What follows belongs to an exercise in optimizing a design on an open flow for small area; a production flow would make more cautious choices. At most, simulation tests tie the RTL to the original design; equivalence was not proved. No functional check of the RTL was part of run 2. Power is estimated from default activity; no workload was simulated.

### flow/config.mk
export PLATFORM = sky130hd
export DESIGN_NAME = main
export DESIGN_NICKNAME = main
export VERILOG_FILES = /design/flow/design.v
export SDC_FILE = /design/flow/constraint.sdc
export NUM_CORES = 4
export LEC_CHECK = 0
export CAP_MARGIN = 20
export CORE_MARGIN = 2
export CORE_UTILIZATION = 40
export PLACE_DENSITY = 0.6
export SLEW_MARGIN = 20
### flow/constraint.sdc
create_clock -name core_clock -period 12.0 [get_ports {clk}]
set_input_delay 2.4000 -clock core_clock [delete_from_list [all_inputs] [get_ports {clk}]]
set_output_delay 2.4000 -clock core_clock [all_outputs]
set_load 0.01 [all_outputs]
### flow/design.v
`timescale 1ns / 1ps
module display(
	input [3:0] number,
	output reg [6:0] seg
	);
	always @* begin
		case(number)
			0: seg = 7'b1000000;
			1: seg = 7'b1111001;
			2: seg = 7'b0100100;
			3: seg = 7'b0110000;
			4: seg = 7'b0011001;
			5: seg = 7'b0010010;
			6: seg = 7'b0000010;
			7: seg = 7'b1111000;
			8: seg = 7'b0000000;
			9: seg = 7'b0010000;
			default: seg = 7'b1111111;  
		endcase
	end
endmodule
`timescale 1ns / 1ps
module gamelogic(
	input clk,
	input rst,
	input clk_2hz,
	input tick_move,
	input [1:0] direction,
	input [9:0] index,
	input [9:0] h_counter,
	output reg sc_th,
	output reg [3:0] sc_hu,
	output reg [3:0] sc_te,
	output reg [3:0] sc_un,
	output reg is_snake,
	output is_food
	);
	reg [9:0] head;
	reg [4:0] hcol;                  
	reg [9:0] food;
	reg [4:0] rng1;
	wire [4:0] rng2 = {rng1[3] ^ rng1[4], rng1[2] ^ rng1[3], rng1[1] ^ rng1[2], rng1[0] ^ rng1[1], rng1[0] ^ rng1[2] ^ rng1[4]};
	reg lost;
	reg game_over;
	assign is_food = (food == index);
	wire wall = (direction == 2'd0 && hcol == 5'd0) || (direction == 2'd1 && hcol == 5'd29) ||
	            (direction == 2'd2 && head < 10'd30) || (direction == 2'd3 && head >= 10'd870);
	reg [9:0] nh_step;
	always @* begin
		case (direction)
			2'd0: nh_step = -10'd1;
			2'd1: nh_step = 10'd1;
			2'd2: nh_step = -10'd30;
			default: nh_step = 10'd30;
		endcase
	end
	wire [9:0] nh = head + nh_step;
	wire low_score = ~sc_th && sc_hu == 4'd0;
	wire wrapzone = sc_th && sc_hu == 4'd0 && sc_te == 4'd2;    
	reg [4:0] kx;
	always @* begin
		if (wrapzone)
			kx = {1'b0, sc_un} - 5'd1;
		else if (low_score && sc_te == 4'd0)
			kx = {1'b0, sc_un} + 5'd3;
		else if (low_score && sc_te == 4'd1)
			kx = {1'b0, sc_un} + 5'd13;
		else if (low_score && sc_te == 4'd2 && sc_un < 4'd6)
			kx = {1'b0, sc_un} + 5'd23;
		else
			kx = 5'd29;
	end
	wire k2 = (kx != 5'd31) && (kx != 5'd0);    
	reg [9:0] ring [0:28];
	reg [4:0] jin;                   
	reg init;                        
	reg pend;                        
	reg strm;                        
	reg [9:0] xhead;                 
	wire [9:0] port_a = ring[28];
	wire [9:0] port_b = ring[13];
	wire [4:0] jb = (jin > 5'd14) ? jin - 5'd14 : jin + 5'd15;
	wire window = (h_counter[9] & h_counter[8]) | ~(h_counter[9] | h_counter[8] | h_counter[7]);    
	wire active = pend & (strm | (window & (jin == 5'd1)));
	wire last = (jin == kx);
	reg [9:0] port_out;
	always @* begin
		if (init)
			port_out = {{8{jin >= 5'd4}}, jin == 5'd1, jin == 5'd2};    
		else if (active)
			port_out = xhead;
		else
			port_out = port_a;
	end
	integer i;
	always @(posedge clk) begin
		for (i = 1; i < 29; i = i + 1)
			ring[i] <= ring[i - 1];
		ring[0] <= port_out;
	end
	wire move = tick_move & ~lost & ~wall;
	always @(posedge clk) begin
		if (rst) begin
			jin <= 5'd1;
			init <= 1;
			pend <= 0;
			strm <= 0;
		end
		else begin
			jin <= (jin == 5'd29) ? 5'd1 : jin + 5'd1;
			if (jin == 5'd29)
				init <= 0;
			if (move & k2)
				pend <= 1;
			else if (active & last)
				pend <= 0;
			strm <= active & ~last;
		end
		if (move)
			xhead <= head;
		else if (active)
			xhead <= port_a;
	end
	wire mask_a = (jin == kx);
	wire mask_b = (jb == kx);
	wire [9:0] target = index + 10'd1;
	wire ma = (port_a == target);
	wire mb = (port_b == target);
	reg acc_all, acc_keep, cur_all, cur_keep;
	always @(posedge clk) begin
		if (h_counter[3:0] == 4'd0) begin
			cur_all <= acc_all;
			cur_keep <= acc_keep;
			acc_all <= 0;
			acc_keep <= 0;
		end
		else begin
			acc_all <= acc_all | ma | mb;
			acc_keep <= acc_keep | (ma & ~mask_a) | (mb & ~mask_b);
		end
	end
	reg acc_sc, selfcol_next, selfcol;
	wire msc = (port_a == nh) & ~mask_a;
	always @(posedge clk) begin
		if (jin == 5'd29) begin
			selfcol_next <= acc_sc | msc;
			acc_sc <= 0;
		end
		else
			acc_sc <= acc_sc | msc;
	end
	wire hit0 = (index == head);
	wire hitx = (index == xhead);
	always @(posedge clk) begin
		is_snake <= (pend ? (cur_keep | hitx) : cur_all) | hit0;
		if (rst)
			game_over <= 0;
		else
			game_over <= hit0 & selfcol;
	end
	wire eat = ~clk_2hz & ~lost & (head == food);
	always @(posedge clk) begin
		if (rst) begin
			rng1 <= 5'd1;
			food <= 10'd88;
			head <= 10'd3;
			hcol <= 5'd3;
			selfcol <= 0;
			lost <= 0;
			sc_th <= 0;
			sc_hu <= 0;
			sc_te <= 0;
			sc_un <= 0;
		end
		else begin
			rng1 <= {rng1[3:0], rng1[4] ^ rng1[2]};
			if (game_over | (clk_2hz & ~lost & wall))
				lost <= 1;
			if (move) begin
				head <= nh;
				selfcol <= selfcol_next;
				if (~direction[1])
					hcol <= hcol + {{4{~direction[0]}}, 1'b1};
			end
			if (eat) begin
				food <= {rng1, rng2} % 10'd900;
				if (sc_th && sc_hu == 4'd0 && sc_te == 4'd2 && sc_un == 4'd3) begin
					sc_th <= 0; sc_te <= 0; sc_un <= 0;
				end
				else if (sc_un != 4'd9)
					sc_un <= sc_un + 4'd1;
				else begin
					sc_un <= 0;
					if (sc_te != 4'd9)
						sc_te <= sc_te + 4'd1;
					else begin
						sc_te <= 0;
						if (sc_hu != 4'd9)
							sc_hu <= sc_hu + 4'd1;
						else begin
							sc_hu <= 0;
							sc_th <= 1;
						end
					end
				end
			end
		end
	end
endmodule
`timescale 1ns / 1ps
module main(
	input clk,
	input rst,
	input btnu,
	input btnd,
	input btnl,
	input btnr,
	output [7:0] rgb,
	output hsync1,
	output vsync1,
	output reg [9:0] h_counter,
	output reg [9:0] v_counter,
	output reg [3:0] an,
	output [6:0] seg,
	output reg [1:0] direction
    );
	reg [8:0] tick_cnt;
	reg clk_2hz;
	wire h_end32 = &h_counter[4:0];
	wire tick_low0 = ~|tick_cnt[7:0];
	always @(posedge clk) begin
		if (rst) begin
			tick_cnt <= 0;
			clk_2hz <= 0;
		end
		else if (h_end32) begin
			tick_cnt <= {tick_cnt[7:0], tick_cnt[8] ^ tick_cnt[4] ^ tick_low0};
			if (tick_cnt[8] & tick_low0)
				clk_2hz <= ~clk_2hz;
		end
	end
	wire tick_move = clk_2hz & ~tick_cnt[8] & tick_low0 & (h_counter[4:0] == 5'd0);
	reg [11:0] fast_cnt;
	wire fast_end = (fast_cnt == 12'd877);
	always @(posedge clk) begin
		if (rst | fast_end)
			fast_cnt <= 0;
		else
			fast_cnt <= {fast_cnt[10:0], ~(fast_cnt[11] ^ fast_cnt[10] ^ fast_cnt[9] ^ fast_cnt[3])};
	end
	wire fast_rise = fast_end & (h_counter[2:0] == 3'd3);
	always @(posedge clk) begin
		if (rst) begin
			h_counter <= 0;
			v_counter <= 0;
		end
		else if (h_counter < 10'd799)
			h_counter <= h_counter + 10'd1;
		else begin
			h_counter <= 0;
			if (v_counter < 10'd520)
				v_counter <= v_counter + 10'd1;
			else
				v_counter <= 0;
		end
	end
	assign hsync1 = ~(h_counter < 10'd96);
	assign vsync1 = ~(v_counter < 10'd2);
	wire in_display = (h_counter > 10'd224) && (h_counter < 10'd706) && (v_counter > 10'd33) && (v_counter < 10'd515);
	wire is_border = (h_counter[3:0] == 4'd1) | (v_counter[3:0] == 4'd3) | (v_counter == 10'd514);
	reg [9:0] index_reg;
	reg [9:0] index_step;
	always @* begin
		if (h_counter != 10'd0)
			index_step = {9'd0, h_counter[3:0] == 4'd0};
		else if (v_counter == 10'd0)
			index_step = -10'd15;
		else if (v_counter[3:0] == 4'd3)
			index_step = -10'd19;
		else
			index_step = -10'd49;
	end
	always @(posedge clk) begin
		if (rst)
			index_reg <= 10'd935;
		else
			index_reg <= index_reg + index_step;
	end
	wire is_snake;
	wire is_food;
	reg rgb_w, rgb_s, rgb_f;
	always @(posedge clk) begin
		if (rst | ~in_display) begin
			rgb_w <= 0; rgb_s <= 0; rgb_f <= 0;
		end
		else begin
			rgb_w <= is_border;
			rgb_s <= is_border | is_snake;
			rgb_f <= is_border | is_snake | is_food;
		end
	end
	assign rgb = {rgb_w, rgb_w, rgb_s, rgb_w, rgb_w, rgb_w, rgb_f, rgb_f};
	reg [1:0] next_direction;
	always @(posedge clk) begin
		if (rst) begin
			direction <= 2'd1;
			next_direction <= 2'd1;
		end
		else if (clk_2hz)
			direction <= next_direction;
		else if (btnr) begin
			if (direction != 2'd0)
				next_direction <= 2'd1;
		end
		else if (btnl) begin
			if (direction != 2'd1)
				next_direction <= 2'd0;
		end
		else if (btnu) begin
			if (direction != 2'd3)
				next_direction <= 2'd2;
		end
		else if (btnd) begin
			if (direction != 2'd2)
				next_direction <= 2'd3;
		end
	end
	wire sc_th;
	wire [3:0] sc_hu, sc_te, sc_un;
	gamelogic gamelogic(
		.clk(clk),
		.rst(rst),
		.clk_2hz(clk_2hz),
		.tick_move(tick_move),
		.direction(direction),
		.index(index_reg),
		.h_counter(h_counter),
		.sc_th(sc_th),
		.sc_hu(sc_hu),
		.sc_te(sc_te),
		.sc_un(sc_un),
		.is_snake(is_snake),
		.is_food(is_food)
	);
	reg an_on;
	reg [1:0] an_pos;
	wire [1:0] an_pos_next = an_on ? an_pos + 2'd1 : 2'd0;
	reg [3:0] digit;
	always @* begin
		case ({an_on, an_pos})
			3'b100: an = 4'b0111;
			3'b101: an = 4'b1011;
			3'b110: an = 4'b1101;
			3'b111: an = 4'b1110;
			default: an = 4'b1111;
		endcase
	end
	always @(posedge clk) begin
		if (rst) begin
			an_on <= 0;
			an_pos <= 0;
			digit <= 4'hf;
		end
		else if (fast_rise) begin
			an_on <= 1;
			an_pos <= an_pos_next;
			case (an_pos_next)
				2'd0: digit <= {3'b0, sc_th};
				2'd1: digit <= sc_hu;
				2'd2: digit <= sc_te;
				default: digit <= sc_un;
			endcase
		end
	end
	display segdisplay(
		.number(digit),
		.seg(seg)
	);
endmodule
### flow/flow/run.sh
#!/bin/bash
# Layout flow: the standard ORFS flow (standard.sh) with these changes:
#  - synthesis maps the logic with the area-oriented ABC script flow/abc_area_map.script
#    instead of ORFS's abc_speed.script (which also buffers and upsizes), and without
#    ORFS's half/full adder cell extraction; registers are mapped as in the standard
#    synthesis (dfflibmap runs before ABC), so they keep their names and cells;
#  - the clock tree is built from clkbuf_4 cells in clusters of at most 10 sinks,
#    without dummy load cells;
#  - the port buffers that buffer_ports inserts are buf_1 cells.
# The ORFS scripts are used from a copy that differs only in the ABC script. make's
# full output goes to flow.log here; ORFS keeps each step's own log under orfs/logs/.
set -euo pipefail
here=$(pwd)
rm -rf "$here/orfs_scripts"
cp -r "$FLOW_HOME/scripts" "$here/orfs_scripts"
cp "$here/flow/abc_area_map.script" "$here/orfs_scripts/abc_speed.script"
export SCRIPTS_DIR="$here/orfs_scripts"
export ADDER_MAP_FILE=
export CTS_ARGS="-sink_clustering_enable -repair_clock_nets -sink_clustering_size 10 -sink_clustering_max_diameter 40 -buf_list sky130_fd_sc_hd__clkbuf_4 -dont_use_dummy_load"
export BUFFER_PORTS_ARGS="-buffer_cell sky130_fd_sc_hd__buf_1"
bash standard.sh > flow.log 2>&1
### flow/flow/abc_area_map.script
strash
ifraig
scorr
dc2
dretime
strash
balance
rewrite -l
refactor -l
balance -l
rewrite -l
rewrite -z -l
balance -l
refactor -z -l
rewrite -z -l
balance -l
dch -f
dc2
strash
&get -n
&dch -f
&nf -R 1000 -p
&put
### flow/standard.sh
#!/bin/bash
# synth_recipe.tcl (not shown) runs the flow's synth.tcl, then flattens the netlist and writes it again
# the make line also repeats each setting of config.mk as NAME=value (left out here)
make -C /OpenROAD-flow-scripts/flow DESIGN_CONFIG=/design/flow/config.mk WORK_HOME=/design/flow/orfs CLKGATE_MAP_FILE= SYNTH_SCRIPT=/design/flow/synth_recipe.tcl "${@:-finish}"
==> flow_summary.toml, run 1 <==
[run_status]
outcome = "complete, no violations"

[clock_tree]
cts_tree = "yes"
clk_transition_reported_paths_ns = 0.10
clk_latency_ns = 0.76
clock_path_buffers = 3
clock_sinks = 434
cts-root-buf = "clkbuf_4"
ctsResizeCount = 0
cts_buffers = 57
cts_setup_buffers = 0
cts_hold_buf = 0
htreeDepth = 2

[route]
avgViaCountPerCell = 4.96
drc = 0
drt-wirelength-per-cell_microns = 14.6
drt_iter0_drc = 609
vias = 8605
ant_nets = 0
drt_wl_total_mm = 25.2
drt_pass1_iterations = 5

[synth]
synth.most_common_cell = "dfxtp_1"
seq_area_frac_synth_pct = 66.1
synthAdderAreaFrac_pct = 0.526
synth_commonest_cells = "421 x dfxtp_1, 95 x nand2_1, 93 x nor2_1, 73 x a21oi_1, 70 x xnor2_1"
synth_top_area_cell = "dfxtp_1"
synthXorXnorAreaFrac_pct = 6.96
syn_nets = 1194
yosys_register_bits = 434
synth.area.mux_share_pct = 1.39
synth-edff-count = 13
synth_area_per_cell_sq_um = 11.2
synthTopCellsByArea = "dfxtp_1 63%, xnor2_1 4.6%, edfxtp_1 2.9%, a21oi_1 2.7%, nand2_1 2.7%"
ys_async_sr_fraction_pct = 0
syn_area_sq_um = 13300
synth_simple_gate_area_share_pct = 13.9
synth_compound_area_share_pct = 9.68
syn_inst = 1188
ys_types = 56
synth_top_cell_area_share_pct = 63.2
ys.flop_type = "dfxtp_1"
ys_warn_count = 4
synth_top_family_by_area = "simple AND/OR/NAND/NOR gates"

[placed_design]
dpl.hpwl_mm = 17.2
routabilityCongestion = 0.862
io_buffers = 48
place_area_sq_um = 14100

[worst_setup_path]
start_kind = "flop"
crit_type = "reg -> out"
slowest_stage = "dfxtp_1"
end_kind = "primary output"
crit_chain = "nor3_1 > nand2_1 > or2_0 > or3_1 > buf_1"
max_stage_delay_ns = 0.40
critPathTopFamily = "simple AND/OR/NAND/NOR gates"
cp.required_ns = 9.60
critPathBufInv = 1
critPathArrivalTime_ns = 2.15
crit_fanout = 7

[finish]
regMostFlops = "gamelogic.ring"
largest_register_ffs = 290
final_util_pct = 44.3
drive_gt1_share_pct = 5.19
fin_nets = 1299
top_regs = "gamelogic.ring: 290 flops, fast_cnt: 12 flops"
finalInstanceArea_sq_um = 14500
area.growth.synth_to_final_pct = 8.76

[die]
core_sq_um = 32700
rows = 66
die-area_sq_um = 34800
die_x_microns = 187
initial_utilization_pct = 40.8
die_height_microns = 187
ioPinCount = 49

[global_route]
antenna_found_initial = 1
grt_pass1_wl_mm = 42.0
grt_use_total_pct = 14.6
grt_max_degree = 70
grt_pass1_vias = 8285
grt_overflow_total = 0

[sta]
slew_viol_final = 0
hold_viol = 0
max_freq_mhz = 220
period_minus_slack_ns = 4.55
relSlewSlack_pct = 36.4
worst_pin_slew_ns = 0.948
finalSetupTns_ns = 0
rsz0062_at_grt = "no"
finalCritPeriodShare_pct = 37.9
fin_skew_ns = 0.143
setup_viol = 0

[job]
maxCapViolCount = 0

[hold_path]
hold_path_class = "reg -> reg"

[power_and_ir_drop]
peakVddDrop_mv = 0.0760
cell_internal_pwr_mw = 1.87
clock_power_share_pct = 25.9
sequentialPowerShare_pct = 67.0
total_power_mw = 2.45
powerDensity_nw_per_um2 = 169
comb_power_share_pct = 7.1
switchingPower_uw = 579
leakagePower_nw = 5.41
swShare_pct = 23.7
[cells in the final DEF, fill, tap and decap left out, types with 14 or more instances in the layout]
cell type | synthesis | layout
a211oi_1 | 21 | 21
nor4_1 | 20 | 19
nor2b_1 | 14 | 14
nor2_1 | 93 | 93
and3_1 | 22 | 22
mux2i_1 | 14 | 14
a21oi_1 | 73 | 73
xor2_1 | 36 | 36
clkinv_1 | 33 | 33
xnor2_1 | 70 | 70
o22ai_1 | 14 | 14
o21ai_0 | 36 | 36
nand2_1 | 95 | 95
nand3_1 | 23 | 23
nor3_1 | 33 | 32
nand2b_1 | 20 | 20
dfxtp_1 | 421 | 421
buf_1 | 0 | 47
clkbuf_4 | 0 | 57
[metal layers]
layer	track usage [%]	wire length [microns]	vias to the layer above
met5	0	0	-
met4	5.28	593	0
met3	2.97	1290	54
met2	22.3	11000	179
met1	20.6	12400	4032
li1	-	-	4340
[kinds of logic after synthesis]
group / count (synthesis)
multiplexers: 18
AO/OA/AOI/OAI: 206
XOR/XNOR: 106
flip-flops: 434
AND/OR/NAND/NOR: 376
buffers and inverters: 41
adder cells (fa/ha/maj): 7
[power by group through the flow]
stage	Sequential [mW]	Clock, mW	Combinational (mW)
after floorplan	1.64	0	0.137
after global placement	1.67	0	0.168
after detailed placement	1.67	0	0.172
after CTS	1.64	0.671	0.173
after global routing	1.65	0.728	0.194
final	1.64	0.633	0.174
[layout make-up]
class	instances	area [sq um]
Antenna cell	1	2.50
Clock buffer	57	428
Fill cell	3173	18200
Inverter	33	124
Multi-Input combinational cell	713	4350
Sequential cell	434	8820
Tap cell	442	553
Timing Repair Buffer	54	226
[worst reg2reg max path: cells and delay by family (launching register included)]
family / cells / cell delay, ns
and+or+nand+nor: 3 / 0.58
DFF: 1 / 0.77
xor gates and xnor gates: 2 / 0.32
adders and majority gates: 5 / 2.08
AOI/OAI and AO/OA: 3 / 0.73
[worst paths after layout]
kind / startpoint / endpoint / slack, ns / depth (start not counted)
worst max-delay path: v_counter[5] / vsync1 / 7.45 / 5
worst min-delay path: gamelogic.ring[6][7] / gamelogic.ring[7][7] / 0.21 / 0
worst min register to register: gamelogic.ring[6][7] / gamelogic.ring[7][7] / 0.21 / 0
worst max register to register: direction[0] / gamelogic.acc_sc / 7.48 / 13
[through the flow]
step                instances  hold slack, ns  setup slack (ns)
floorplan                1188           0.310              6.36
global route             1734           0.174              7.23
detailed placement       1676           0.312              6.71
global placement         1676           0.310              6.74
finish                   1734           0.205              7.45
CTS                      1733           0.181              7.40
==> inputs of run 2 (changes only) <==
--- a/flow/design.v
+++ b/flow/design.v
@@ -86,7 +86,7 @@
 	reg [9:0] port_out;
 	always @* begin
 		if (init)
-			port_out = {{8{jin >= 5'd4}}, jin == 5'd1, jin == 5'd2};    
+			port_out = {{8{jin >= 5'd4}}, jin == 5'd2, jin == 5'd1};
 		else if (active)
 			port_out = xhead;
 		else
--- a/flow/flow/run.sh
+++ b/flow/flow/run.sh
@@ -4,7 +4,7 @@
 #    instead of ORFS's abc_speed.script (which also buffers and upsizes), and without
 #    ORFS's half/full adder cell extraction; registers are mapped as in the standard
 #    synthesis (dfflibmap runs before ABC), so they keep their names and cells;
-#  - the clock tree is built from clkbuf_4 cells in clusters of at most 10 sinks,
+#  - the clock tree is built from clkbuf_16 cells in clusters of at most 28 sinks,
 #    without dummy load cells;
 #  - the port buffers that buffer_ports inserts are buf_1 cells.
 # The ORFS scripts are used from a copy that differs only in the ABC script. make's
@@ -16,6 +16,6 @@
 cp "$here/flow/abc_area_map.script" "$here/orfs_scripts/abc_speed.script"
 export SCRIPTS_DIR="$here/orfs_scripts"
 export ADDER_MAP_FILE=
-export CTS_ARGS="-sink_clustering_enable -repair_clock_nets -sink_clustering_size 10 -sink_clustering_max_diameter 40 -buf_list sky130_fd_sc_hd__clkbuf_4 -dont_use_dummy_load"
+export CTS_ARGS="-sink_clustering_enable -repair_clock_nets -sink_clustering_size 28 -sink_clustering_max_diameter 70 -buf_list sky130_fd_sc_hd__clkbuf_16 -dont_use_dummy_load"
 export BUFFER_PORTS_ARGS="-buffer_cell sky130_fd_sc_hd__buf_1"
 bash standard.sh > flow.log 2>&1
==> flow/flow/abc_area_map.script (replaced) <==
strash
ifraig
scorr
dc2
dretime
strash
dch -f
dc2
strash
&get -n
&dch -f
&nf -R 1000
&put
==> run 2 against run 1 <==
  * Non-clock buffer count is 2 lower
  * Largest cell class unchanged
  * Die area rose by 0.47%
  * Setup slack worse by 0.41 ns
  * Sequential power is 2% higher
  * Wire length fell by 3.0%
  * Global-route usage shrank 0.70 points
  * Clock power is 22% higher
  * Still clean on timing, DRC and antenna
  * Core utilization is 0.13 points lower
==> flow_summary.toml, run 2 <==
[placed_design]
io_buffers = 48
dp.cells = 1696
place_area_sq_um = 14100
dpl.hpwl_mm = 16.7
routabilityCongestion = 0.808

[die]
die_x_microns = 187
rows = 67
initial_utilization_pct = 40.2
ioPinCount = 49
die-area_sq_um = 35000
core_sq_um = 33300
die_height_microns = 187

[finish]
largest_register_ffs = 290
mostFrequentLayoutCells = "421 x dfxtp_1, 107 x nor2_1, 97 x nand2_1, 71 x a21oi_1, 67 x xnor2_1"
final_common_cell = "dfxtp_1"
fin_nets = 1280
finalInstanceArea_sq_um = 14700
area.growth.synth_to_final_pct = 9.84
final_util_pct = 44.2
regMostFlops = "gamelogic.ring"
fin_cells = 1720
top_regs = "gamelogic.ring: 290 flops, fast_cnt: 12 flops"
diodes = 0
drive_gt1_share_pct = 2.36

[clock_tree]
clock_path_buffers = 3
cts_tree = "yes"
cts-root-buf = "clkbuf_16"
htreeDepth = 1
clk_latency_ns = 0.56
ctsResizeCount = 0
clock_sinks = 434
cts_hold_buf = 0
cts_buffers = 24
clk_transition_reported_paths_ns = 0.09
cts_setup_buffers = 0

[global_route]
grt_max_degree = 69
grt_pass1_vias = 7791
grt_overflow_total = 0
globalRouteMet2Util_pct = 22.3
busiest_layer = "met2"
grt_use_total_pct = 13.9
grt.met3_usage_pct = 2.03
antenna_found_initial = 0
grt_pass1_wl_mm = 40.2
met1_usage_pct = 19.6

[worst_setup_path]
r2r_start = "direction[0]"
crit_type = "reg -> reg"
end_kind = "flop"
startpoint = "direction[0]"
critPathArrivalTime_ns = 5.40
reg2reg_to = "gamelogic.acc_sc"
cp.required_ns = 12.43
rrSetupSlack_ns = 7.04
crit_fanout = 20
reg2regPathDepth = 17
start_kind = "flop"

[power_and_ir_drop]
cell_internal_pwr_mw = 2.03
swShare_pct = 22.5
leakagePower_nw = 5.48
powerDensity_nw_per_um2 = 178
switchingPower_uw = 591
peakVddDrop_mv = 0.123
sequentialPowerShare_pct = 64.1
total_power_mw = 2.62
clock_power_share_pct = 29.5
comb_power_share_pct = 6.4

[sta]
setup_viol = 0
worst_pin_slew_ns = 0.979
max_freq_mhz = 201
finalCritPeriodShare_pct = 41.4
slew_viol_final = 0
fin_skew_ns = 0.0721
period_minus_slack_ns = 4.96
rsz0062_at_grt = "no"
finalSetupTns_ns = 0
hold_viol = 0
relSlewSlack_pct = 34.6

[job]
maxCapViolCount = 0

[synth]
ys.flop_type = "dfxtp_1"
synth.most_common_cell = "dfxtp_1"
synth_area_per_cell_sq_um = 11.1
synth-edff-count = 13
ys_types = 57
syn_area_sq_um = 13400
syn_inst = 1204
seq_area_frac_synth_pct = 65.8
ys_warn_count = 4
synthTopCellsByArea = "dfxtp_1 63%, xnor2_1 4.4%, nor2_1 3.0%, xor2_1 2.9%, edfxtp_1 2.9%"
yosys_register_bits = 434
synth_commonest_cells = "421 x dfxtp_1, 107 x nor2_1, 97 x nand2_1, 71 x a21oi_1, 67 x xnor2_1"
synth_top_cell_area_share_pct = 62.9
synth_top_area_cell = "dfxtp_1"
ys_async_sr_fraction_pct = 0
syn_nets = 1210

[hold_path]
holdPathEnd = "gamelogic.ring[19][6]"
min_path_cells = 0
hold_start = "gamelogic.ring[18][6]"
hold_path_class = "reg -> reg"

[route]
drt_pass1_iterations = 6
drc = 0
avgViaCountPerCell = 4.94
drt_iter0_drc = 568
drt-wirelength-per-cell_microns = 14.2
ant_nets = 0
drt_wl_total_mm = 24.5
vias = 8500

[run_status]
outcome = "complete, no violations"
run 2: changes by cell type after synthesis, moves of 6 or more:
cell,previous run,this run
and2_0,11,20
and3_1,22,13
mux2_1,4,10
nand2b_1,20,6
nor2_1,93,107
nor3_1,33,44
nor4_1,20,11
o21ai_0,36,49
o22ai_1,14,3
xor2_1,36,45
run 2: power groups by stage:
stage          Sequential, mW  Clock (mW)  Combinational (mW)
2_1_floorplan            1.68           0               0.136
3_3_place_gp             1.71           0               0.166
3_5_place_dp             1.72           0               0.168
4_1_cts                  1.69       0.808               0.169
5_1_grt                  1.70       0.856               0.190
6_report                 1.68       0.774               0.169
run 2: worst max path at each step:
stage               slack (ns)               end  depth (start not counted)
floorplan                 7.50      index_reg[9]                         19
global placement          7.26  gamelogic.acc_sc                         17
detailed placement        7.15  gamelogic.acc_sc                         17
CTS                       7.08  gamelogic.acc_sc                         17
global route              6.58  gamelogic.acc_sc                         17
finish                    7.04  gamelogic.acc_sc                         17
run 2: final cells by class:
| cell class | count | area, sq um |
|---|---|---|
| sequential | 434 | 8820 |
| multi-input combinational | 729 | 4400 |
| inverter | 33 | 124 |
| timing repair buffer | 52 | 211 |
| clock buffer | 24 | 601 |
| tap | 448 | 561 |
| fill | 3162 | 18600 |
run 2: cells by family (layout without fill, tap and decap cells):
group | Yosys count | count (layout) | share of synthesized area (%)
buffers and inverters | 41 | 109 | 1.37
adders and majority gates | 4 | 4 | 0.299
DFF | 434 | 434 | 65.8
and+or+nand+nor | 384 | 384 | 13.8
AOI/OAI and AO/OA | 207 | 207 | 9.62
muxes | 22 | 22 | 1.74
xor gates and xnor gates | 112 | 112 | 7.32
run 2: worst max-delay path, stage by stage (launching register included):
cell and delay [ns]:
dfxtp_1 0.80, clkinv_1 0.39, nor2_1 0.37, clkinv_1 0.12, maj3_1 0.38, maj3_1 0.40
maj3_1 0.40, nand2_1 0.10, a21oi_1 0.08, o21ai_0 0.08, o21ai_0 0.17, xnor2_1 0.22
a221o_1 0.36, nor4_1 0.22, o21ai_0 0.15, a221oi_1 0.33, or2_0 0.20, and2_0 0.13
run 2: through the flow:
step	worst slack [ns]	hold WS [ns]
2_1_floorplan	7.50	0.310
3_3_place_gp	7.26	0.310
3_5_place_dp	7.15	0.312
4_1_cts	7.08	0.281
5_1_grt	6.58	0.282
6_report	7.04	0.283
run 2: metal layers:
layer / up-vias / part of all wire, %
met3: 45 / 4.3
met5: - / 0
met2: 146 / 44
li1: 4269 / -
met1: 4040 / 49
met4: 0 / 2.4
==> inputs of run 3 (changes only) <==
--- a/flow/design.v
+++ b/flow/design.v
@@ -86,7 +86,7 @@
 	reg [9:0] port_out;
 	always @* begin
 		if (init)
-			port_out = {{8{jin >= 5'd4}}, jin == 5'd2, jin == 5'd1};
+			port_out = {{8{jin >= 5'd4}}, jin == 5'd1, jin == 5'd2};    
 		else if (active)
 			port_out = xhead;
 		else
==> flow/flow/run.sh (replaced) <==
#!/bin/bash
# Layout flow: the standard ORFS flow (standard.sh) with these changes:
#  - synthesis maps the logic with the area-oriented ABC script flow/abc_area_map.script
#    (two rounds of ABC's &deepsyn, 150 s each, then area-relaxed &nf mapping) instead
#    of ORFS's abc_speed.script (which also buffers and upsizes), and without ORFS's
#    half/full adder cell extraction; registers are mapped as in the standard synthesis
#    (dfflibmap runs before ABC), so they keep their names and cells;
#  - the clock tree is built from clkbuf_4 cells in clusters of at most 12 sinks,
#    without dummy load cells;
#  - the port buffers that buffer_ports inserts are buf_1 cells.
# The ORFS scripts are used from a copy that differs only in the ABC script. make's
# full output goes to flow.log here; ORFS keeps each step's own log under orfs/logs/.
set -euo pipefail
here=$(pwd)
rm -rf "$here/orfs_scripts"
cp -r "$FLOW_HOME/scripts" "$here/orfs_scripts"
cp "$here/flow/abc_area_map.script" "$here/orfs_scripts/abc_speed.script"
export SCRIPTS_DIR="$here/orfs_scripts"
export ADDER_MAP_FILE=
export CTS_ARGS="-sink_clustering_enable -repair_clock_nets -sink_clustering_size 12 -sink_clustering_max_diameter 45 -buf_list sky130_fd_sc_hd__clkbuf_4 -dont_use_dummy_load"
export BUFFER_PORTS_ARGS="-buffer_cell sky130_fd_sc_hd__buf_1"
bash standard.sh > flow.log 2>&1
==> flow/flow/abc_area_map.script (replaced) <==
strash
ifraig
scorr
dc2
dretime
strash
&get -n
&deepsyn -T 150
&put
dc2
&get -n
&deepsyn -T 150 -S 7
&put
dch -f
&get -n
&dch -f
&nf -R 1000 -p
&put
==> run 3 against run 2 <==
  * Core utilization fell by 0.50 points
  * Critical endpoint is now seg[3]
  * Flip-flop and latch count stayed put
  * Largest power group unchanged
  * Critical path type is now in -> reg
  * First-iteration DRC count increased by 6.7%
  * Clock skew is 0.046 ns higher
==> flow_summary.toml, run 3 <==
[clock_tree]
clk_latency_ns = 0.72
htreeDepth = 2
clk_transition_reported_paths_ns = 0.12
clock_sinks = 434
cts_hold_buf = 0
cts_buffers = 48
clock_path_buffers = 3
cts_setup_buffers = 0
ctsResizeCount = 0
cts-root-buf = "clkbuf_4"
cts_tree = "yes"

[global_route]
grt_max_degree = 57
grt_pass1_wl_mm = 39.8
grt_pass1_vias = 7725
antenna_found_initial = 1
grt_overflow_total = 0
grt_use_total_pct = 14.7

[synth]
seq_area_frac_synth_pct = 67.2
ys.flop_type = "dfxtp_1"
synth.area.mux_share_pct = 0.734
syn_nets = 1169
ys_warn_count = 4
synth_top_cell_area_share_pct = 64.3
ys_types = 60
synth_area_per_cell_sq_um = 11.3
synth_top_family_by_area = "simple AND/OR/NAND/NOR gates"
synthXorXnorAreaFrac_pct = 5.61
syn_inst = 1163
synth.most_common_cell = "dfxtp_1"
synth_commonest_cells = "421 x dfxtp_1, 109 x nor2_1, 70 x a21oi_1, 67 x nand2_1, 47 x xnor2_1"
ys_async_sr_fraction_pct = 0
syn_area_sq_um = 13100
yosys_register_bits = 434
synth_simple_gate_area_share_pct = 13.3
synth-edff-count = 13
synth_top_area_cell = "dfxtp_1"
synthTopCellsByArea = "dfxtp_1 64%, xnor2_1 3.1%, nor2_1 3.1%, edfxtp_1 3.0%, a21oi_1 2.7%"
synth_compound_area_share_pct = 11.4
synthAdderAreaFrac_pct = 0.0763

[finish]
finalInstanceArea_sq_um = 14200
area.growth.synth_to_final_pct = 8.14
fin_nets = 1263
final_util_pct = 43.7
drive_gt1_share_pct = 4.22
largest_register_ffs = 290
top_regs = "gamelogic.ring: 290 flops, fast_cnt: 12 flops"
fin_cells = 1698
mostFrequentLayoutCells = "421 x dfxtp_1, 109 x nor2_1, 70 x a21oi_1, 67 x nand2_1, 48 x clkbuf_4"
final_common_cell = "dfxtp_1"
regMostFlops = "gamelogic.ring"

[route]
drt_iter0_drc = 606
avgViaCountPerCell = 4.98
drt-wirelength-per-cell_microns = 14.6
vias = 8464
ant_nets = 0
drc = 0
drt_pass1_iterations = 5
drt_wl_total_mm = 24.9

[sta]
relSlewSlack_pct = 41.6
setup_viol = 0
max_freq_mhz = 226
slew_viol_final = 0
worst_pin_slew_ns = 0.867
hold_viol = 0
finalCritPeriodShare_pct = 36.9
period_minus_slack_ns = 4.42
rsz0062_at_grt = "no"
finalSetupTns_ns = 0
fin_skew_ns = 0.118

[worst_setup_path]
end_kind = "flop"
start_kind = "input pin"
cp.required_ns = 12.56
r2r_start = "gamelogic.head[1]"
crit_type = "in -> reg"
crit_fanout = 56
startpoint = "rst"
critPathArrivalTime_ns = 4.99

[power_and_ir_drop]
leakagePower_nw = 5.28
peakVddDrop_mv = 0.0709
powerDensity_nw_per_um2 = 168

[placed_design]
dpl.hpwl_mm = 16.9
io_buffers = 48
dp.cells = 1649
routabilityCongestion = 0.841
place_area_sq_um = 13800

[job]
maxCapViolCount = 0

[die]
core_sq_um = 32500
die-area_sq_um = 34300
rows = 66
initial_utilization_pct = 40.4
die_x_microns = 185
die_height_microns = 185
ioPinCount = 49

[hold_path]
hold_path_class = "reg -> reg"
hold_start = "gamelogic.ring[14][0]"

[run_status]
outcome = "complete, no violations"
## run 3: cell count changes in the layout (fill, tap and decap cells not counted), moves of 9 or more
cell,before,now
clkbuf_4,0,48
nand2_1,97,67
clkbuf_16,24,0
xnor2_1,67,47
o22ai_1,3,13
a22o_1,2,11
## run 3: final timing paths
path                                              end  slack [ns]  depth (start not counted)
worst min-delay path            gamelogic.ring[15][0]        0.28                          0
worst min register to register  gamelogic.ring[15][0]        0.28                          0
worst max-delay path                           seg[3]        7.58                          9
worst max register to register     gamelogic.sc_hu[3]        7.79                         15
## run 3: cell families (layout without fill, tap and decap cells)
group,after synthesis,in the layout
xor+xnor,84,84
buf+inv,49,141
fa+ha+maj,1,1
compound gates,229,229
other cells,0,1
mux,9,9
simple gates,357,357
flops,434,434
## run 3: layout make-up
class,count,area (sq um)
Inverter,41,154
Sequential cell,434,8820
Timing Repair Buffer,52,211
Tap cell,442,553
Antenna cell,1,2.50
Multi-Input combinational cell,680,4090
Fill cell,3012,18300
Clock buffer,48,360
## run 3: worst max-delay path, cell delays in order
cell and delay [ns]:
clkbuf_2 0.08, buf_4 0.49, clkinv_1 0.79, nand2_1 0.44, or3_1 0.20, nand3b_1 0.10
a21oi_1 0.14, or2_0 0.20, o21ai_0 0.11
## run 3: metal layers
layer | global-route usage, % | wire (microns) | up-vias | part of all wire, %
li1 | - | - | 4267 | -
met1 | 20.3 | 12200 | 3949 | 49
met2 | 22.4 | 10700 | 206 | 43
met3 | 3.38 | 1460 | 42 | 5.9
met4 | 5.40 | 498 | 0 | 2.0
met5 | 0 | 0 | - | 0
## run 3: power breakdown
| part | internal [mW] | total (mW) | switching (mW) |
|---|---|---|---|
| sequential | 1.58 | 1.65 | 0.0729 |
| combinational | 0.0640 | 0.147 | 0.0835 |
| clock | 0.184 | 0.590 | 0.406 |
## run 3: metrics by stage
| step | worst slack [ns] | hold WS (ns) | power, mW |
|---|---|---|---|
| after global routing | 7.22 | 0.286 | 2.51 |
| after detailed placement | 6.83 | 0.312 | 1.83 |
| after global placement | 6.91 | 0.310 | 1.82 |
| after CTS | 7.61 | 0.281 | 2.43 |
| after floorplan | 8.16 | 0.310 | 1.76 |
| final | 7.58 | 0.281 | 2.39 |
==> inputs of run 4 (changes only) <==
--- a/flow/flow/run.sh
+++ b/flow/flow/run.sh
@@ -5,7 +5,7 @@
 #    of ORFS's abc_speed.script (which also buffers and upsizes), and without ORFS's
 #    half/full adder cell extraction; registers are mapped as in the standard synthesis
 #    (dfflibmap runs before ABC), so they keep their names and cells;
-#  - the clock tree is built from clkbuf_4 cells in clusters of at most 12 sinks,
+#  - the clock tree is built from clkbuf_4 cells in clusters of at most 10 sinks,
 #    without dummy load cells;
 #  - the port buffers that buffer_ports inserts are buf_1 cells.
 # The ORFS scripts are used from a copy that differs only in the ABC script. make's
@@ -17,6 +17,6 @@
 cp "$here/flow/abc_area_map.script" "$here/orfs_scripts/abc_speed.script"
 export SCRIPTS_DIR="$here/orfs_scripts"
 export ADDER_MAP_FILE=
-export CTS_ARGS="-sink_clustering_enable -repair_clock_nets -sink_clustering_size 12 -sink_clustering_max_diameter 45 -buf_list sky130_fd_sc_hd__clkbuf_4 -dont_use_dummy_load"
+export CTS_ARGS="-sink_clustering_enable -repair_clock_nets -sink_clustering_size 10 -sink_clustering_max_diameter 40 -buf_list sky130_fd_sc_hd__clkbuf_4 -dont_use_dummy_load"
 export BUFFER_PORTS_ARGS="-buffer_cell sky130_fd_sc_hd__buf_1"
 bash standard.sh > flow.log 2>&1
==> run 4 against run 3 <==
  * Still clean on timing, DRC and antenna
  * Combinational power about the same
  * Flip-flop and latch count unchanged
  * Cell count rose by 0.47%
  * Sequential share of layout area fell by 0.26 points
  * Synthesized area stayed put
  * Critical path type unchanged
  * Critical endpoint unchanged
  * Largest power group unchanged
==> flow_summary.toml, run 4 <==
[worst_setup_path]
crit_type = "in -> reg"
end_kind = "flop"
crit_chain = "clkbuf_2 > buf_4 > clkinv_1 > nand2_1 > or3_1 > nand3b_1 > a21oi_1 > or2_0 > o21ai_0"
slowest_stage = "clkinv_1"
critPathArrivalTime_ns = 4.98
r2r_start = "direction[0]"
startpoint = "rst"
max_stage_delay_ns = 0.79
cp.required_ns = 12.56
start_kind = "input pin"
crit_fanout = 56

[finish]
final_common_cell = "dfxtp_1"
fin_nets = 1271
n_fill_cell = 3019
largest_register_ffs = 290
regMostFlops = "gamelogic.ring"
mostFrequentLayoutCells = "421 x dfxtp_1, 109 x nor2_1, 70 x a21oi_1, 67 x nand2_1, 56 x clkbuf_4"
drive_gt1_share_pct = 4.83
area.growth.synth_to_final_pct = 8.59
fin_cells = 1706
finalInstanceArea_sq_um = 14200
top_regs = "gamelogic.ring: 290 flops, fast_cnt: 12 flops"

[sta]
worst_pin_slew_ns = 0.895
rsz0062_at_grt = "no"
slew_viol_final = 0
relSlewSlack_pct = 39.7
holdWs_ns = 0.216
finalCritPeriodShare_pct = 36.8
fin_skew_ns = 0.171
max_freq_mhz = 226
setup_viol = 0
finalSetupTns_ns = 0
period_minus_slack_ns = 4.42
hold_viol = 0
finalWorstSetupSlack_ns = 7.58

[clock_tree]
cts_setup_buffers = 0
clk_latency_ns = 0.71
cts_tree = "yes"
clk_transition_reported_paths_ns = 0.10
clock_sinks = 434
cts_hold_buf = 0
htreeDepth = 2
clock_path_buffers = 3
cts-root-buf = "clkbuf_4"
cts_buffers = 56
ctsResizeCount = 0

[die]
die_x_microns = 185
core_sq_um = 32500
ioPinCount = 49
initial_utilization_pct = 40.4
rows = 66
die_height_microns = 185
die-area_sq_um = 34300

[placed_design]
place_ws_ns = 6.83
io_buffers = 48
routabilityCongestion = 0.841
dp.cells = 1649
place_area_sq_um = 13800
dpl.hpwl_mm = 16.9

[route]
drc = 0
vias = 8429
drt_iter0_drc = 599
ant_nets = 0
drt_wl_total_mm = 24.8
avgViaCountPerCell = 4.94
drt-wirelength-per-cell_microns = 14.5
drt_pass1_iterations = 5

[global_route]
grt_pass1_wl_mm = 39.7
antenna_found_initial = 1
grt_pass1_vias = 7805
grt_overflow_total = 0
grt_max_degree = 57
grt_use_total_pct = 14.5

[synth]
synth-edff-count = 13
ys_warn_count = 4
ys_async_sr_fraction_pct = 0
syn_area_sq_um = 13100
ys.flop_type = "dfxtp_1"
synth_area_per_cell_sq_um = 11.3
synth_commonest_cells = "421 x dfxtp_1, 109 x nor2_1, 70 x a21oi_1, 67 x nand2_1, 47 x xnor2_1"
yosys_register_bits = 434
synth.most_common_cell = "dfxtp_1"
synthTopCellsByArea = "dfxtp_1 64%, xnor2_1 3.1%, nor2_1 3.1%, edfxtp_1 3.0%, a21oi_1 2.7%"
synth_top_cell_area_share_pct = 64.3
seq_area_frac_synth_pct = 67.2
syn_nets = 1169
syn_inst = 1163
synth_top_area_cell = "dfxtp_1"
ys_types = 60

[power_and_ir_drop]
powerDensity_nw_per_um2 = 170
peakVddDrop_mv = 0.0701
swShare_pct = 23.4
comb_power_share_pct = 6.1
clock_power_share_pct = 25.8
sequentialPowerShare_pct = 68.2
switchingPower_uw = 565
cell_internal_pwr_mw = 1.85
leakagePower_nw = 5.32

[hold_path]
hold_path_class = "reg -> reg"
hold_start = "gamelogic.ring[24][8]"

[run_status]
outcome = "complete, no violations"

[job]
maxCapViolCount = 0
==> run 4: cell count changes in the layout (fill, tap and decap cells not counted) <==
cell,before,now
clkbuf_4,48,56
==> run 4: metal layers <==
layer  GRT usage, %  part of all wire (%)  vias up
li1               -                     -     4277
met1           20.3                    50     3913
met3           2.99                   5.1       43
met5              0                     0        -
met2           22.4                    43      196
met4           5.24                   2.2        0
==> run 4: worst paths after layout <==
check / end / slack, ns / cells past startpoint
max: seg[3] / 7.58 / 9
min reg2reg: gamelogic.ring[25][8] / 0.22 / 0
max reg2reg: gamelogic.acc_sc / 7.80 / 14
min: gamelogic.ring[25][8] / 0.22 / 0
==> run 4: through the flow <==
step                total power [mW]  utilization [%]
floorplan                       1.76                -
global placement                1.82             42.6
detailed placement              1.83             42.6
CTS                             2.46             43.9
global route                    2.55             43.9
finish                          2.42             43.9
==> run 4: area by class of cell <==
type	count	area, sq um	share of cell area [%]
repair buffers	52	211	1.48
diodes	1	2.50	0.0176
flip-flops and latches	434	8820	61.9
inverters	41	154	1.08
multi-input cells	680	4090	28.7
clock buffers	56	420	2.95
well taps	442	553	3.88
==> run 4: logic make-up (layout without fill, tap and decap cells) <==
group	Yosys count	after routing	synth area share, %
and+or+nand+nor	357	357	13.3
muxes	9	9	0.734
other	0	1	0
DFF	434	434	67.2
buffers and inverters	49	149	1.63
AOI/OAI and AO/OA	229	229	11.4
xor gates and xnor gates	84	84	5.61
adders and majority gates	1	1	0.0763
==> run 4: power groups by stage <==
| stage | Sequential [mW] | Combinational (mW) | Clock, mW |
|---|---|---|---|
| global placement | 1.68 | 0.144 | 0 |
| global route | 1.66 | 0.164 | 0.719 |
| CTS | 1.65 | 0.147 | 0.658 |
| floorplan | 1.65 | 0.113 | 0 |
| detailed placement | 1.68 | 0.146 | 0 |
| finish | 1.65 | 0.147 | 0.623 |
==> run 4: critical path, delay by kind of cell <==
| family | cells | cell delay, ns |
|---|---|---|
| compound gates | 2 | 0.25 |
| buf+inv | 3 | 1.35 |
| simple gates | 4 | 0.94 |
==> inputs of run 5 (changes only) <==
==> flow/run.sh (new file) <==
#!/bin/bash
# synth_recipe.tcl (not shown) runs the flow's synth.tcl, then flattens the netlist and writes it again
# the make line also repeats each setting of config.mk as NAME=value (left out here)
make -C /OpenROAD-flow-scripts/flow DESIGN_CONFIG=/design/flow/config.mk WORK_HOME=/design/flow/orfs CLKGATE_MAP_FILE= SYNTH_SCRIPT=/design/flow/synth_recipe.tcl finish
--- a/flow/config.mk
+++ b/flow/config.mk
@@ -8,5 +8,8 @@
 export CAP_MARGIN = 20
 export CORE_MARGIN = 2
 export CORE_UTILIZATION = 40
+export CTS_BUF_LIST = sky130_fd_sc_hd__clkbuf_8
+export CTS_CLUSTER_DIAMETER = 60
+export CTS_CLUSTER_SIZE = 16
 export PLACE_DENSITY = 0.6
 export SLEW_MARGIN = 20
removed: flow/flow/run.sh
removed: flow/flow/abc_area_map.script
removed: flow/standard.sh
==> run 5 against run 4 <==
  * Via count is 12% higher
  * Power is 16% higher
  * Global-route usage is 0.10 points higher
  * Cell count is 15% higher
  * Wire length is 14% higher
  * First-iteration DRC count is 3.7% lower
  * Worst hold slack better by 0.099 ns
  * Critical path depth is 4 lower
  * Still clean
  * Flip-flop and latch count stayed put
  * Synthesized cell count is 21% higher
  * Clock power is 32% higher
  * Clock-buffer cell count is 16 lower
==> flow_summary.toml, run 5 <==
[run_status]
outcome = "complete, no violations"

[finish]
mostFrequentLayoutCells = "421 x dfxtp_1, 129 x nand2_1, 99 x nor2_1, 81 x xnor2_1, 66 x a21oi_1"
area.growth.synth_to_final_pct = 10.4
largest_register_ffs = 290
drive_gt1_share_pct = 5.94
regArea_sq_um = 8820
fin_cells = 1960
regMostFlops = "gamelogic.ring"
fin_nets = 1506
diodes = 0
final_util_pct = 44.6
n_fill_cell = 3632
top_regs = "gamelogic.ring: 290 flops, fast_cnt: 12 flops"
final_common_cell = "dfxtp_1"
multi_input_area_sq_um = 5830

[clock_tree]
clk_latency_ns = 0.58
cts_buffers = 38
clk_transition_reported_paths_ns = 0.09
htreeDepth = 2
cts_hold_buf = 0
ctsResizeCount = 0
cts_tree = "yes"
cts_setup_buffers = 0
clock_sinks = 434
clock_path_buffers = 3
cts-root-buf = "clkbuf_8"

[route]
drt-wirelength-per-cell_microns = 14.4
avgViaCountPerCell = 4.80
drt_wl_total_mm = 28.2
ant_nets = 0
drc = 0
drt_pass1_iterations = 5
vias = 9406
drt_iter0_drc = 577

[sta]
worst_pin_slew_ns = 0.903
relSlewSlack_pct = 38.9
hold_viol = 0
slew_viol_final = 0
max_freq_mhz = 212
rsz0062_at_grt = "no"
finalCritPeriodShare_pct = 39.4
setup_viol = 0
fin_skew_ns = 0.0324
period_minus_slack_ns = 4.73
finalSetupTns_ns = 0

[global_route]
grt_use_total_pct = 14.7
antenna_found_initial = 0
grt_max_degree = 70
grt.met3_usage_pct = 2.27
met1_usage_pct = 20.8
grt_pass1_vias = 9083
grt_pass1_wl_mm = 46.5
busiest_layer = "met2"
grt_overflow_total = 0
globalRouteMet2Util_pct = 23.0

[die]
die_x_microns = 199
die-area_sq_um = 39400
initial_utilization_pct = 40.4
die_height_microns = 199
rows = 71
core_sq_um = 37500
ioPinCount = 49

[power_and_ir_drop]
total_power_mw = 2.82
powerDensity_nw_per_um2 = 169
leakagePower_nw = 6.73
peakVddDrop_mv = 0.0972

[synth]
synth.area.mux_share_pct = 2.36
syn_area_sq_um = 15100
synth_simple_gate_area_share_pct = 13.5
synthTopCellsByArea = "dfxtp_1 56%, ha_1 5.3%, xnor2_1 4.7%, xor2_1 3.5%, nand2_1 3.2%"
synth.most_common_cell = "dfxtp_1"
synth-edff-count = 13
yosys_register_bits = 434
ys_types = 76
synth_top_family_by_area = "simple AND/OR/NAND/NOR gates"
synth_top_area_cell = "dfxtp_1"
ys_async_sr_fraction_pct = 0
seq_area_frac_synth_pct = 58.3
syn_inst = 1407
synthXorXnorAreaFrac_pct = 8.91
syn_nets = 1480
ys.flop_type = "dfxtp_1"
synth_commonest_cells = "421 x dfxtp_1, 129 x nand2_1, 99 x nor2_1, 81 x xnor2_1, 66 x a21oi_1"
synth_top_cell_area_share_pct = 55.7
synth_area_per_cell_sq_um = 10.8
synth_compound_area_share_pct = 7.96
synthAdderAreaFrac_pct = 5.69
ys_warn_count = 4

[worst_setup_path]
critPathArrivalTime_ns = 2.33
crit_type = "reg -> out"
slowest_stage = "dfxtp_1"
critPathTopFamily = "buffers and inverters"
crit_fanout = 12
max_stage_delay_ns = 0.58
critPathBufInv = 2
end_kind = "primary output"
crit_chain = "inv_1 > ha_1 > nor3_1 > nand3b_1 > clkdlybuf4s50_1"
cp.required_ns = 9.60
start_kind = "flop"

[placed_design]
dpl.hpwl_mm = 19.4
routabilityCongestion = 0.808
dp.cells = 1904
io_buffers = 48

[hold_path]
hold_path_class = "reg -> reg"

[job]
maxCapViolCount = 0
## run 5: power breakdown
group          internal, mW  total [mW]  switching (mW)  leakage, nW
logic                 0.137       0.263           0.126         2.77
registers              1.62        1.73           0.108         3.58
clock network         0.344       0.823           0.479        0.373
## run 5: cell families (layout without fill, tap and decap cells)
kind of cell    count (synthesis)  count (layout)
buf+inv                       122             164
simple gates                  418             418
xor+xnor                      146             146
fa+ha+maj                      67              67
compound gates                186             186
flops                         434             434
mux                            34              34
## run 5: worst register-to-register path, delay by kind of cell (launching register included)
| family | cells | cell delay, ns |
|---|---|---|
| simple gates | 6 | 1.53 |
| fa+ha+maj | 2 | 0.38 |
| xor+xnor | 1 | 0.15 |
| buf+inv | 3 | 0.47 |
| compound gates | 4 | 1.08 |
| flops | 1 | 0.37 |
## run 5: worst paths after layout
kind / startpoint / to / slack, ns / cells after the start
worst max-delay path: an_pos[0] / an[2] / 7.27 / 5
worst min-delay path: gamelogic.ring[2][5] / gamelogic.ring[3][5] / 0.32 / 0
worst max register to register: h_counter[0] / index_reg[7] / 7.90 / 16
worst min register to register: gamelogic.ring[2][5] / gamelogic.ring[3][5] / 0.32 / 0
## run 5: final cells by class
type / instances / area share (%)
sequential: 434 / 52.8
multi-input combinational: 851 / 34.9
tap: 511 / 3.83
clock buffer: 40 / 3.29
timing repair buffer: 53 / 3.07
inverter: 55 / 1.24
clock inverter: 16 / 0.921
## run 5: layer usage
metal | part of all wire [%] | vias to the layer above
met5 | 0 | -
met4 | 2.3 | 0
met3 | 3.2 | 43
met2 | 44 | 130
met1 | 51 | 4446
li1 | - | 4787
## run 5: metrics by stage
step | setup WS (ns) | hold WS, ns | instance area [sq um]
2_1_floorplan | 8.34 | 0.310 | 15100
3_3_place_gp | 7.24 | 0.310 | 16000
3_5_place_dp | 7.12 | 0.312 | 16000
4_1_cts | 7.22 | 0.311 | 16700
5_1_grt | 7.04 | 0.325 | 16700
6_report | 7.27 | 0.315 | 16700

-- static timing again, ports no longer ideal --
The results above use ideal ports. As a check the final layouts listed here were re-extracted and re-timed, cells and wires unchanged. Step 1 assumes that a clkbuf_16 drives the clock port and a buf_2 every other input. Step 2 adds t to the input delays and takes it off the output delays; t is the mean of the earliest and latest rising clock arrival at the registers after step 1. Input paths then give back, and output paths get back, about the clock's delay inside the block. Three values: ideal ports, drivers, drivers and shift; two values: the first two.
| run | shift t [ns] | setup WS [ns] | worst data-port slew with drivers (ns) |
|---|---|---|---|
| run 1 | 0.722 | 7.448 / 7.400 / 6.783 | 0.04 |
| run 2 | 0.572 | 7.037 / 7.037 / 7.037 | 0.03 |
| run 3 | 0.708 | 7.575 / 7.595 / 6.887 | 0.03 |
| run 4 | 0.667 | 7.581 / 7.600 / 6.933 | 0.03 |
| run 5 | 0.605 | 7.274 / 7.228 / 7.156 | 0.03 |
After both steps every run listed still meets setup and hold. For run 3, which loses most, drivers alone change the setup slack by +0.020 ns; drivers and shift together by -0.688 ns.
